Source: an optimization exercise on an open RTL-to-GDS flow (aim: small area). Production flows keep margins and buffers that such runs may drop.
At most, simulation tests tie the RTL to the original design; equivalence was not proved.
Power and IR drop assume default switching activity.

==> inputs of indigo <==
## uart_16550
module uart_16550 #(
    parameter DL_WIDTH = 16,
    parameter PSD_WIDTH = 4,
    parameter FIFO_DEPTH = 16
)(
    input  logic clk,
    input  logic rst,
    input  logic [31:0] awaddr,
    input  logic        awvalid,
    output logic        awready,
    input  logic [31:0] wdata,
    input  logic [3:0]  wstrb,
    input  logic        wvalid,
    output logic        wready,
    output logic        bvalid,
    output logic [1:0]  bresp,
    input  logic        bready,
    input  logic [31:0] araddr,
    input  logic        arvalid,
    output logic        arready,
    output logic [31:0] rdata,
    output logic        rvalid,
    output logic [1:0]  rresp,
    input  logic        rready,
    output logic irq,
    output logic irq_n,
    input  logic rxd,
    output logic txd
);
make LEC_CHECK=0 CAP_MARGIN=20 CORE_MARGIN=2 CORE_UTILIZATION=40 PLACE_DENSITY=0.6 SLEW_MARGIN=20 finish   # period 6.0 ns
run.sh (not shown) runs the stock make flow with config.mk's settings and CLKGATE_MAP_FILE= SYNTH_SCRIPT=/design/flow/synth_recipe.tcl, a recipe that flattens the netlist after the stock synthesis.
==> umber: changes against indigo <==
--- a/flow/design.v
+++ b/flow/design.v
@@ -229,119 +229,123 @@
     logic [3:0] bit_count;
     logic [3:0] sample_count;
     logic [7:0] shift_reg;
     logic       sampled_parity;
     logic       stop_sampled;
     logic       stop_phase;
     logic [7:0] rx_word;
     logic       rx_parity;
+    logic       mid;           
+    logic       last_stop;     
     assign rx_word   = shift_reg >> (4'd8 - data_bits);
     assign rx_parity = (^rx_word) ^ !parity_even;
+    assign mid       = (sample_count == 15);
+    assign last_stop = (stop_bits && stop_phase == 1) || !stop_bits;
     always_ff @(posedge clk or posedge rst) begin
         if (rst)
             enable_sample <= 0;
         else if (state == IDLE && !rxd)
             enable_sample <= 1;
         else if (state == STOP && next_state == IDLE)
             enable_sample <= 0;
     end
     always_ff @(posedge clk)
         state <= next_state;
     always_ff @(posedge clk or posedge rst) begin
         if (rst) begin
             next_state      <= IDLE;
-            bit_count       <= 0;
-            sample_count    <= 0;
             shift_reg       <= 0;
             data_ready      <= 0;
-            parity_err      <= 0;
-            framing_err     <= 0;
-            stop_sampled    <= 0;
             stop_phase      <= 0;
-            data_out        <= 0;
             sampled_parity  <= 0;
         end else if (sample_tick) begin
             case (state)
-                IDLE: begin
-                    bit_count     <= 0;
-                    sample_count  <= 0;
-                    if (enable_sample)
-                        next_state <= START;
+                IDLE:
+                    next_state <= enable_sample ? START : IDLE;
+                START:
+                    if (sample_count == 7)
+                        next_state <= rxd ? IDLE : DATA;
                     else
-                        next_state <= IDLE;
-                end
-                START: begin
-                    if (sample_count == 7) begin
-                        if (!rxd) begin
-                            sample_count <= 0;
-                            next_state <= DATA;
-                        end else begin
-                            next_state <= IDLE;
-                        end
-                    end else begin
-                        sample_count <= sample_count + 1;
                         next_state <= START;
-                    end
-                end
-                DATA: begin
-                    if (sample_count == 15) begin
+                DATA:
+                    if (mid) begin
                         shift_reg <= {rxd, shift_reg[7:1]};
-                        sample_count <= 0;
-                        bit_count <= bit_count + 1;
                         if (bit_count == data_bits - 1)
                             next_state <= (parity_en ? PARITY : STOP);
                         else
                             next_state <= DATA;
                     end else begin
-                        sample_count <= sample_count + 1;
                         next_state <= DATA;
                     end
-                end
-                PARITY: begin
-                    if (sample_count == 15) begin
+                PARITY:
+                    if (mid) begin
                         sampled_parity <= rxd;
-                        sample_count <= 0;
                         next_state <= STOP;
                     end else begin
-                        sample_count <= sample_count + 1;
                         next_state <= PARITY;
                     end
+                STOP:
+                    if (mid) begin
+                        stop_phase <= ~stop_phase;
+                        if (last_stop) begin
+                            data_ready <= 1;
+                            next_state <= IDLE;
+                            stop_phase <= 0;
+                        end else begin
+                            next_state <= STOP;
+                        end
+                    end else begin
+                        next_state <= STOP;
+                    end
+                default: ;
+            endcase
+        end else begin
+            data_ready <= 0;
+        end
+    end
+    always_ff @(posedge clk) begin
+        if (sample_tick) begin
+            case (state)
+                IDLE: begin
+                    bit_count    <= 0;
+                    sample_count <= 0;
+                end
+                START:
+                    if (sample_count == 7) begin
+                        if (!rxd)
+                            sample_count <= 0;
+                    end else begin
+                        sample_count <= sample_count + 1;
+                    end
+                DATA, PARITY: begin
+                    sample_count <= sample_count + 1;
+                    if (mid && state == DATA)
+                        bit_count <= bit_count + 1;
                 end
                 STOP: begin
-                    if (sample_count == 15) begin
-                        sample_count <= 0;
+                    sample_count <= sample_count + 1;
+                    if (mid) begin
                         stop_sampled <= rxd;
-                        stop_phase <= ~stop_phase;
-                        if ((stop_bits && stop_phase == 1) || !stop_bits) begin
+                        if (last_stop) begin
                             data_out <= rx_word;
                             if (stop_bits)
                                 framing_err <= ~(stop_sampled & rxd);
                             else
                                 framing_err <= ~rxd;
                             if (parity_en)
                                 parity_err <= (sampled_parity != rx_parity);
                             else
                                 parity_err <= 0;
-                            data_ready   <= 1;
-                            next_state   <= IDLE;
-                            stop_phase   <= 0;
                             stop_sampled <= 0;
-                        end else begin
-                            next_state <= STOP;
                         end
-                    end else begin
-                        sample_count <= sample_count + 1;
-                        next_state <= STOP;
                     end
                 end
                 default: ;
             endcase
-        end else begin
-            data_ready <= 0;
         end
     end
 endmodule
 module uart_top #(
     parameter DL_WIDTH = 16,
     parameter PSD_WIDTH = 4,
     parameter FIFO_DEPTH = 16
 )(
@@ -395,26 +399,24 @@
         .rst(rst),
         .wr_en(rx_fifo_wr_en),
         .wr_data(rx_data_out),
         .rd_en(rd_en),
         .head(rx_head),
         .full(rx_fifo_full),
         .empty(rx_fifo_empty)
     );
-    always_ff @(posedge clk or posedge rst) begin
-        if (rst) begin
-            rd_data  <= '0;
-            rx_valid <= 0;
-        end else begin
-            rx_valid <= do_rd;
-            if (do_rd)
-                rd_data <= rx_head;
-        end
+    always_ff @(posedge clk) begin
+        if (rst)
+            rd_data <= '0;
+        else if (do_rd)
+            rd_data <= rx_head;
     end
+    always_ff @(posedge clk)
+        rx_valid <= do_rd;
     baud_gen #(
         .DL_WIDTH(DL_WIDTH),
         .PSD_WIDTH(PSD_WIDTH)
     ) baud_gen_inst (
         .clk(clk),
         .reset(rst),
         .divisor_latch(divisor_latch),
         .psd(psd),
@@ -450,26 +452,20 @@
         .data_bits(4'd5 + {2'b00, lcr[1:0]}),
         .enable(1'b1),
         .enable_sample(enable_sample),
         .data_ready(rx_data_ready),
         .data_out(rx_data_out),
         .parity_err(rx_parity_err),
         .framing_err(rx_framing_err)
     );
-    always_ff @(posedge clk or posedge rst) begin
-        if (rst) begin
-            parity_err   <= 0;
-            framing_err  <= 0;
-            overrun_err  <= 0;
-        end else begin
-            parity_err   <= rx_data_ready && rx_parity_err;
-            framing_err  <= rx_data_ready && rx_framing_err;
-            overrun_err  <= rx_data_ready && rx_fifo_full;
-        end
+    always_ff @(posedge clk) begin
+        parity_err   <= rx_data_ready && rx_parity_err;
+        framing_err  <= rx_data_ready && rx_framing_err;
+        overrun_err  <= rx_data_ready && rx_fifo_full;
     end
 endmodule
 module axi_ui #(
     parameter DL_WIDTH = 16,
     parameter PSD_WIDTH = 4,
     parameter FIFO_DEPTH = 16
 )(
     input  logic clk,
@@ -577,36 +573,38 @@
             wr_en     <= axi_wr_en && wr_addr_latched == 3'd0 && !dlab;
             new_baud  <= axi_wr_en && dlab && (wr_addr_latched == 3'd0 || wr_addr_latched == 3'd1 || wr_addr_latched == 3'd5);
             if (axi_wr_en)
                 bvalid <= 1;
             else if (bready)
                 bvalid <= 0;
         end
     end
-    always_ff @(posedge clk or posedge rst) begin
-        if (rst) begin
-            ier <= 8'h00;
-            lcr <= 8'h03;
-            mcr <= 8'h00;
-            spr <= 8'h00;
-            dll <= 8'h01;
-            dlm <= 8'h00;
-            psd <= 8'h00;
-        end else if (axi_wr_en) begin
-            case (wr_addr_latched)
-                3'd0: if (dlab) dll <= axi_wr_data;
-                3'd1: if (dlab) dlm <= axi_wr_data; else ier <= axi_wr_data;
-                3'd2: ;
-                3'd3: lcr <= axi_wr_data;
-                3'd4: mcr <= axi_wr_data;
-                3'd5: if (dlab) psd <= axi_wr_data;
-                default: spr <= axi_wr_data;
-            endcase
-        end
+    logic [7:0] wd_z;        
+    logic [7:0] wd_lcr;      
+    logic [7:0] wd_dll;      
+    logic       we_dll, we_dlm, we_ier, we_lcr, we_mcr, we_psd, we_spr;
+    assign wd_z   = axi_wr_data & {8{!rst}};
+    assign wd_lcr = {wd_z[7:2], axi_wr_data[1:0] | {2{rst}}};
+    assign wd_dll = {wd_z[7:1], axi_wr_data[0] | rst};
+    assign we_dll = rst || (axi_wr_en && wr_addr_latched == 3'd0 && dlab);
+    assign we_dlm = rst || (axi_wr_en && wr_addr_latched == 3'd1 && dlab);
+    assign we_ier = rst || (axi_wr_en && wr_addr_latched == 3'd1 && !dlab);
+    assign we_lcr = rst || (axi_wr_en && wr_addr_latched == 3'd3);
+    assign we_mcr = rst || (axi_wr_en && wr_addr_latched == 3'd4);
+    assign we_psd = rst || (axi_wr_en && wr_addr_latched == 3'd5 && dlab);
+    assign we_spr = rst || (axi_wr_en && wr_addr_latched[2:1] == 2'b11);
+    always_ff @(posedge clk) begin
+        if (we_dll) dll <= wd_dll;
+        if (we_dlm) dlm <= wd_z;
+        if (we_ier) ier <= wd_z;
+        if (we_lcr) lcr <= wd_lcr;
+        if (we_mcr) mcr <= wd_z;
+        if (we_psd) psd <= wd_z;
+        if (we_spr) spr <= wd_z;
     end
     always_ff @(posedge clk) begin
         if (arvalid && !arready)
             axi_rd_addr <= araddr[2:0];
     end
     assign axi_rd_en = arready;
     always_ff @(posedge clk or posedge rst) begin
         if (rst) begin
@@ -627,30 +625,22 @@
         if (rst) begin
             rhr_has_data <= 0;
         end else if (rhr_read) begin
             rhr_has_data <= 0;
         end else if (rx_valid) begin
             rhr_has_data <= 1;
         end
     end
-    always_ff @(posedge clk or posedge rst) begin
-        if (rst) begin
-            lsr_data_ready  <= 0;
-            lsr_overrun_err <= 0;
-            lsr_parity_err  <= 0;
-            lsr_framing_err <= 0;
-            lsr_thr_empty   <= 1;
-        end else begin
-            lsr_data_ready  <= rhr_has_data;
-            lsr_overrun_err <= overrun_err;
-            lsr_parity_err  <= parity_err;
-            lsr_framing_err <= framing_err;
-            lsr_thr_empty   <= tx_ready;
-        end
+    always_ff @(posedge clk) begin
+        lsr_data_ready  <= rhr_has_data;
+        lsr_overrun_err <= overrun_err;
+        lsr_parity_err  <= parity_err;
+        lsr_framing_err <= framing_err;
+        lsr_thr_empty   <= tx_ready;
     end
     always_ff @(posedge clk or posedge rst) begin
         if (rst) begin
             isr_a <= 0;
             isr_b <= 0;
         end else begin
             if (ier[2] && (parity_err || framing_err || overrun_err)) begin
                 isr_a <= 1;
CTS_BUF_LIST = sky130_fd_sc_hd__clkbuf_16   (was unset)
CTS_CLUSTER_DIAMETER = 80   (was unset)
CTS_CLUSTER_SIZE = 30   (was unset)
==> garnet: changes against indigo <==
--- a/flow/design.v
+++ b/flow/design.v
@@ -229,119 +229,123 @@
     logic [3:0] bit_count;
     logic [3:0] sample_count;
     logic [7:0] shift_reg;
     logic       sampled_parity;
     logic       stop_sampled;
     logic       stop_phase;
     logic [7:0] rx_word;
     logic       rx_parity;
+    logic       mid;           
+    logic       last_stop;     
     assign rx_word   = shift_reg >> (4'd8 - data_bits);
     assign rx_parity = (^rx_word) ^ !parity_even;
+    assign mid       = (sample_count == 15);
+    assign last_stop = (stop_bits && stop_phase == 1) || !stop_bits;
     always_ff @(posedge clk or posedge rst) begin
         if (rst)
             enable_sample <= 0;
         else if (state == IDLE && !rxd)
             enable_sample <= 1;
         else if (state == STOP && next_state == IDLE)
             enable_sample <= 0;
     end
     always_ff @(posedge clk)
         state <= next_state;
     always_ff @(posedge clk or posedge rst) begin
         if (rst) begin
             next_state      <= IDLE;
-            bit_count       <= 0;
-            sample_count    <= 0;
             shift_reg       <= 0;
             data_ready      <= 0;
-            parity_err      <= 0;
-            framing_err     <= 0;
-            stop_sampled    <= 0;
             stop_phase      <= 0;
-            data_out        <= 0;
             sampled_parity  <= 0;
         end else if (sample_tick) begin
             case (state)
-                IDLE: begin
-                    bit_count     <= 0;
-                    sample_count  <= 0;
-                    if (enable_sample)
-                        next_state <= START;
+                IDLE:
+                    next_state <= enable_sample ? START : IDLE;
+                START:
+                    if (sample_count == 7)
+                        next_state <= rxd ? IDLE : DATA;
                     else
-                        next_state <= IDLE;
-                end
-                START: begin
-                    if (sample_count == 7) begin
-                        if (!rxd) begin
-                            sample_count <= 0;
-                            next_state <= DATA;
-                        end else begin
-                            next_state <= IDLE;
-                        end
-                    end else begin
-                        sample_count <= sample_count + 1;
                         next_state <= START;
-                    end
-                end
-                DATA: begin
-                    if (sample_count == 15) begin
+                DATA:
+                    if (mid) begin
                         shift_reg <= {rxd, shift_reg[7:1]};
-                        sample_count <= 0;
-                        bit_count <= bit_count + 1;
                         if (bit_count == data_bits - 1)
                             next_state <= (parity_en ? PARITY : STOP);
                         else
                             next_state <= DATA;
                     end else begin
-                        sample_count <= sample_count + 1;
                         next_state <= DATA;
                     end
-                end
-                PARITY: begin
-                    if (sample_count == 15) begin
+                PARITY:
+                    if (mid) begin
                         sampled_parity <= rxd;
-                        sample_count <= 0;
                         next_state <= STOP;
                     end else begin
-                        sample_count <= sample_count + 1;
                         next_state <= PARITY;
                     end
+                STOP:
+                    if (mid) begin
+                        stop_phase <= ~stop_phase;
+                        if (last_stop) begin
+                            data_ready <= 1;
+                            next_state <= IDLE;
+                            stop_phase <= 0;
+                        end else begin
+                            next_state <= STOP;
+                        end
+                    end else begin
+                        next_state <= STOP;
+                    end
+                default: ;
+            endcase
+        end else begin
+            data_ready <= 0;
+        end
+    end
+    always_ff @(posedge clk) begin
+        if (sample_tick) begin
+            case (state)
+                IDLE: begin
+                    bit_count    <= 0;
+                    sample_count <= 0;
+                end
+                START:
+                    if (sample_count == 7) begin
+                        if (!rxd)
+                            sample_count <= 0;
+                    end else begin
+                        sample_count <= sample_count + 1;
+                    end
+                DATA, PARITY: begin
+                    sample_count <= sample_count + 1;
+                    if (mid && state == DATA)
+                        bit_count <= bit_count + 1;
                 end
                 STOP: begin
-                    if (sample_count == 15) begin
-                        sample_count <= 0;
+                    sample_count <= sample_count + 1;
+                    if (mid) begin
                         stop_sampled <= rxd;
-                        stop_phase <= ~stop_phase;
-                        if ((stop_bits && stop_phase == 1) || !stop_bits) begin
+                        if (last_stop) begin
                             data_out <= rx_word;
                             if (stop_bits)
                                 framing_err <= ~(stop_sampled & rxd);
                             else
                                 framing_err <= ~rxd;
                             if (parity_en)
                                 parity_err <= (sampled_parity != rx_parity);
                             else
                                 parity_err <= 0;
-                            data_ready   <= 1;
-                            next_state   <= IDLE;
-                            stop_phase   <= 0;
                             stop_sampled <= 0;
-                        end else begin
-                            next_state <= STOP;
                         end
-                    end else begin
-                        sample_count <= sample_count + 1;
-                        next_state <= STOP;
                     end
                 end
                 default: ;
             endcase
-        end else begin
-            data_ready <= 0;
         end
     end
 endmodule
 module uart_top #(
     parameter DL_WIDTH = 16,
     parameter PSD_WIDTH = 4,
     parameter FIFO_DEPTH = 16
 )(
@@ -395,26 +399,24 @@
         .rst(rst),
         .wr_en(rx_fifo_wr_en),
         .wr_data(rx_data_out),
         .rd_en(rd_en),
         .head(rx_head),
         .full(rx_fifo_full),
         .empty(rx_fifo_empty)
     );
-    always_ff @(posedge clk or posedge rst) begin
-        if (rst) begin
-            rd_data  <= '0;
-            rx_valid <= 0;
-        end else begin
-            rx_valid <= do_rd;
-            if (do_rd)
-                rd_data <= rx_head;
-        end
+    always_ff @(posedge clk) begin
+        if (rst)
+            rd_data <= '0;
+        else if (do_rd)
+            rd_data <= rx_head;
     end
+    always_ff @(posedge clk)
+        rx_valid <= do_rd;
     baud_gen #(
         .DL_WIDTH(DL_WIDTH),
         .PSD_WIDTH(PSD_WIDTH)
     ) baud_gen_inst (
         .clk(clk),
         .reset(rst),
         .divisor_latch(divisor_latch),
         .psd(psd),
@@ -450,26 +452,20 @@
         .data_bits(4'd5 + {2'b00, lcr[1:0]}),
         .enable(1'b1),
         .enable_sample(enable_sample),
         .data_ready(rx_data_ready),
         .data_out(rx_data_out),
         .parity_err(rx_parity_err),
         .framing_err(rx_framing_err)
     );
-    always_ff @(posedge clk or posedge rst) begin
-        if (rst) begin
-            parity_err   <= 0;
-            framing_err  <= 0;
-            overrun_err  <= 0;
-        end else begin
-            parity_err   <= rx_data_ready && rx_parity_err;
-            framing_err  <= rx_data_ready && rx_framing_err;
-            overrun_err  <= rx_data_ready && rx_fifo_full;
-        end
+    always_ff @(posedge clk) begin
+        parity_err   <= rx_data_ready && rx_parity_err;
+        framing_err  <= rx_data_ready && rx_framing_err;
+        overrun_err  <= rx_data_ready && rx_fifo_full;
     end
 endmodule
 module axi_ui #(
     parameter DL_WIDTH = 16,
     parameter PSD_WIDTH = 4,
     parameter FIFO_DEPTH = 16
 )(
     input  logic clk,
@@ -577,17 +573,17 @@
             wr_en     <= axi_wr_en && wr_addr_latched == 3'd0 && !dlab;
             new_baud  <= axi_wr_en && dlab && (wr_addr_latched == 3'd0 || wr_addr_latched == 3'd1 || wr_addr_latched == 3'd5);
             if (axi_wr_en)
                 bvalid <= 1;
             else if (bready)
                 bvalid <= 0;
         end
     end
-    always_ff @(posedge clk or posedge rst) begin
+    always_ff @(posedge clk) begin
         if (rst) begin
             ier <= 8'h00;
             lcr <= 8'h03;
             mcr <= 8'h00;
             spr <= 8'h00;
             dll <= 8'h01;
             dlm <= 8'h00;
             psd <= 8'h00;
@@ -627,30 +623,22 @@
         if (rst) begin
             rhr_has_data <= 0;
         end else if (rhr_read) begin
             rhr_has_data <= 0;
         end else if (rx_valid) begin
             rhr_has_data <= 1;
         end
     end
-    always_ff @(posedge clk or posedge rst) begin
-        if (rst) begin
-            lsr_data_ready  <= 0;
-            lsr_overrun_err <= 0;
-            lsr_parity_err  <= 0;
-            lsr_framing_err <= 0;
-            lsr_thr_empty   <= 1;
-        end else begin
-            lsr_data_ready  <= rhr_has_data;
-            lsr_overrun_err <= overrun_err;
-            lsr_parity_err  <= parity_err;
-            lsr_framing_err <= framing_err;
-            lsr_thr_empty   <= tx_ready;
-        end
+    always_ff @(posedge clk) begin
+        lsr_data_ready  <= rhr_has_data;
+        lsr_overrun_err <= overrun_err;
+        lsr_parity_err  <= parity_err;
+        lsr_framing_err <= framing_err;
+        lsr_thr_empty   <= tx_ready;
     end
     always_ff @(posedge clk or posedge rst) begin
         if (rst) begin
             isr_a <= 0;
             isr_b <= 0;
         end else begin
             if (ier[2] && (parity_err || framing_err || overrun_err)) begin
                 isr_a <= 1;
CTS_BUF_LIST = sky130_fd_sc_hd__clkbuf_8   (was unset)
==> results.py <==
metrics = {
    "finish": {
        "nets": 1813,
    },
    "sta": {
        "relSlewSlack": 0.310,
    },
    "worst_setup_path": {
        "critPathLaunch": "uart_core.rx_fifo.last[0]",
        "arrival_ps": 4120,
    },
    "run_status": {
        "run_status": "timing/DRC/antenna clean",
    },
}
Source of the figures above: indigo

==> results.py <==
metrics = {
    "run_status": {
        "run_status": "timing/DRC/antenna clean",
    },
    "pwr": {
        "powerDensity_nw_per_um2": 350,
    },
    "finish": {
        "nets": 1734,
    },
    "sta": {
        "relSlewSlack": 0.305,
        "hold_viol": 0,
    },
    "worst_setup_path": {
        "critPathLaunch": "ui.lcr[0]",
        "arrival_ps": 4260,
    },
}
Source of the figures above: umber

==> results.py <==
metrics = {
    "sta": {
        "clock_skew_ps": 22.4,
        "period_needed_ps": 3880,
    },
    "finish": {
        "nets": 1897,
        "seq-cell-share": 0.560,
    },
    "worst_setup_path": {
        "arrival_ps": 4400,
        "critPathLaunch": "ui.lcr[0]",
    },
    "synthesis": {
        "synth-simple-area-share": 0.109,
    },
    "run_status": {
        "run_status": "timing/DRC/antenna clean",
    },
}
Source of the figures above: garnet

No functional check of the RTL was part of umber and garnet.

[separate check: timing with driven ports]
The flow's constraints put no driver on any port. The routed layouts listed below were extracted and timed again, unchanged, in two steps. Step 1 sets driving cells, clkbuf_16 on the clock port and buf_2 on the other inputs (assumed; they add their load-dependent delay and slew). Step 2, shift: input delay + t, output delay - t, t = (earliest + latest rising clock arrival at the registers) / 2. This alone moves slack from input paths to output paths. Three values: ideal, step 1, step 2; two values: the first two.
| run | shift t [ns] | slack for setup (ns) | clock arrival spread, ns |
|---|---|---|---|
| indigo | 0.638 | 2.401 / 2.376 / 2.401 | 0.028 / 0.028 |
| umber | 0.645 | 2.073 / 2.073 / 2.073 | 0.025 / 0.025 |
| garnet | 0.716 | 2.123 / 2.123 / 2.123 | 0.022 / 0.023 |
After both steps setup and hold are still met in every run listed.
